This design comes from an exercise in tuning for small area, a short achievable clock period and few clock cycles on the open sky130 flow, not from production work. The RTL was checked by simulation tests, not by an equivalence proof against the original design. No activity file was given, so power comes from the tool's default toggle rates.

== the previous run ==
// MPQ
module MPQ(clk,rst,data_valid,data,cmd_valid,cmd,index,value,busy,RAM_valid,RAM_A,RAM_D,done);
input clk;
input rst;
input data_valid;
input [7:0] data;
input cmd_valid;
input [2:0] cmd;
input [7:0] index;
input [7:0] value;
output reg busy;
output reg RAM_valid;
output [7:0] RAM_A;
output reg [7:0] RAM_D;    
output reg done;
localparam S_LOAD = 0, S_IDLE = 1, S_PRE = 2, S_R1 = 3, S_R2 = 4, S_R3 = 5, S_R4 = 6, S_WR = 7, S_RD = 8;
localparam C_BUILD = 3'd0, C_EXT = 3'd1, C_INC = 3'd2, C_INS = 3'd3, C_WR = 3'd4;
reg [8:0] st;
reg [3:0] m;       
reg [14:0] os;     
reg [3:0] wa;      
reg [7:0] valr;    
reg [2:0] cr;      
reg       pend;    
reg       fixed;   
reg       xw;      
assign RAM_A = {4'd0, wa};
reg [119:0] A;
wire [7:0] a0 = A[7:0],   a1 = A[15:8],   a2 = A[23:16],  a3 = A[31:24];
wire [7:0] a4 = A[39:32], a5 = A[47:40],  a6 = A[55:48],  a7 = A[63:56];
wire [7:0] a8 = A[71:64], a9 = A[79:72],  a10 = A[87:80], a11 = A[95:88];
wire [7:0] a12 = A[103:96], a13 = A[111:104], a14 = A[119:112];
function gt8;
	input [7:0] a, b;
	reg [7:0] g, l;
	reg [3:0] g2, l2;
	reg [1:0] g4, l4;
	integer i;
	begin
		g = a & ~b;
		l = ~a & b;
		for (i = 0; i < 4; i = i + 1) begin
			g2[i] = g[2*i+1] | (~l[2*i+1] & g[2*i]);
			l2[i] = l[2*i+1] | (~g[2*i+1] & l[2*i]);
		end
		for (i = 0; i < 2; i = i + 1) begin
			g4[i] = g2[2*i+1] | (~l2[2*i+1] & g2[2*i]);
			l4[i] = l2[2*i+1] | (~g2[2*i+1] & l2[2*i]);
		end
		gt8 = g4[1] | (~l4[1] & g4[0]);
	end
endfunction
function [7:0] pick;
	input s0, s1, s2, s3, s4, s5, s6;
	input [7:0] v0, v1, v2, v3, v4, v5, v6;
	begin
		pick = ({8{s0}} & v0) | ({8{s1}} & v1) | ({8{s2}} & v2) | ({8{s3}} & v3) |
		       ({8{s4}} & v4) | ({8{s5}} & v5) | ({8{s6}} & v6);
	end
endfunction
wire r1 = st[S_R1];
wire r2 = st[S_R2];
wire r3 = st[S_R3];
wire r4 = st[S_R4];
wire en1 = r2 | r3;           
wire en0 = r3;                
wire ib  = st[S_IDLE] & ~fixed & (cmd == C_BUILD);
wire en2 = r1 | r4 | ib;      
wire r1ext = r1 & (cr == C_EXT);
  ...
clock: 7.0 ns
lec_check: 0
cap_margin: 20
core_margin: 2
core_utilization: 35
place_density: 0.6
setup_slack_margin: 4.0
slew_margin: 20
run.sh (not shown) runs the stock make flow with config.mk's settings and CLKGATE_MAP_FILE= SYNTH_SCRIPT=/design/flow/synth_recipe.tcl, a recipe that flattens the netlist after the stock synthesis.
The previous run: done, clean on timing, DRC and antenna
Testbench counts of the previous run, summed over its fixed seeds: cycles 11,648.
diff inputs: the previous run => the current run
- a change of PLACE_DENSITY from 0.6 to 0.65
- a change of CORE_UTILIZATION from 35 to 40
- a change of SETUP_SLACK_MARGIN from 4.0 to 3.9
[summary]
From the previous run to the current run the numbers moved as follows: fraction of the core area covered by cells at the end of the flow went up 5.1 points; global-route wire length before repair went down 1700 µm. Taking the previous run as the reference, in the current run y dimension of the die decreased by about 6% relative to the old numbers, total number of sequential cells closely matched the old numbers, post-route worst hold slack increased by 0.0031 ns relative to the old numbers, quantity of gates resized following cts decreased by 22 relative to the old numbers. Looking at overall fraction of global-route tracks in use across the previous run and the current run, the one that comes out higher is the current run.


Another version of the RTL of MPQ (not shown whole).
Size: ~1700 cells after synthesis, roughly 50 I/O pins, roughly 14000 sq um of cells after synthesis.
==> flow/config.mk <==
export PLATFORM = sky130hd
export DESIGN_NAME = MPQ
export DESIGN_NICKNAME = MPQ
export VERILOG_FILES = /design/flow/design.v
export SDC_FILE = /design/flow/constraint.sdc
export NUM_CORES = 4
export LEC_CHECK = 0
export CAP_MARGIN = 20
export CORE_MARGIN = 2
export CORE_UTILIZATION = 30
export PLACE_DENSITY = 0.5
export SETUP_SLACK_MARGIN = 4.2
export SLEW_MARGIN = 20
==> flow/constraint.sdc <==
create_clock -name core_clock -period 7.0 [get_ports {clk}]
set_input_delay 1.4000 -clock core_clock [delete_from_list [all_inputs] [get_ports {clk}]]
set_output_delay 1.4000 -clock core_clock [all_outputs]
set_load 0.01 [all_outputs]
The starting point passed the timing, design-rule and antenna checks.
Testbench counts at the start, summed over its fixed seeds: cycles 11,648.
Change:
- CORE_UTILIZATION: 30 -> 40
- PLACE_DENSITY: 0.5 -> 0.65
- SETUP_SLACK_MARGIN: 4.2 -> 4.0
Effect: Sequential cell count does not change. Final area came out lower by a few percent. Power went down by a few percent.
Change:
- CORE_UTILIZATION: 40 -> 30
- PLACE_DENSITY: 0.65 -> 0.5
Setup slack degrades by 0.039 ns.
Power climbs by 1.2%.
Utilization drops by 11 points.
Via count drops by 1.7%.
Critical path depth drops by 2.
Count of clock-buffer cells in the layout does not change.
Die area climbs by 33%.
Routed wire length climbs by 8.5%.
Global-route usage drops by 5.1 points.
Change:
- CORE_UTILIZATION: 30 -> 45
- PLACE_DENSITY: 0.5 -> 0.7
=>
- synthesized area stays the same
- wire length decreases by 8.3%
- sequential power came out higher by about 4%
- global-route usage came out higher by 8.1 points
- die area drops by about 33%
- maximum frequency increases by 2.1%

-- static timing again, ports no longer ideal --
In the flow no input, the clock included, has a driving cell. The finished layouts below were timed again as built, in two steps. Step 1 assumes that a clkbuf_16 drives the clock port and a buf_2 every other input. Step 2 times the ports against the registers' clock, not the clock port: input delays grow and output delays shrink by t, the midpoint of the rising clock arrivals with the driver on. Slacks: ideal ports / drivers / drivers and shift; pairs: ideal ports / drivers.
| run | t (ns) | setup WS [ns] | worst setup path after step 2 | slew at the worst register clock pin (ns) | worst data-port slew with drivers (ns) |
|---|---|---|---|---|---|
| the previous run | 0.520 | 3.948 / 3.948 / 3.433 | input to register | 0.08 / 0.08 | 0.08 |
| the current run | 0.544 | 3.788 / 3.788 / 3.330 | input to register | 0.09 / 0.09 | 0.07 |
| the first run of note 2 | 0.542 | 3.947 / 3.936 / 3.393 | input to register | 0.10 / 0.10 | 0.06 |
| the second run of note 2 | 0.519 | 3.927 / 3.929 / 3.410 | input to register | 0.09 / 0.09 | 0.06 |
| the third run of note 2 | 0.527 | 3.887 / 3.895 / 3.368 | input to register | 0.09 / 0.09 | 0.07 |
| the fourth run of note 2 | 0.516 | 3.952 / 3.952 / 3.449 | input to register | 0.09 / 0.09 | 0.07 |
After both steps every run listed still meets setup and hold. For the first run of note 2, which loses most, drivers alone change the setup slack by -0.011 ns; drivers and shift together by -0.554 ns.
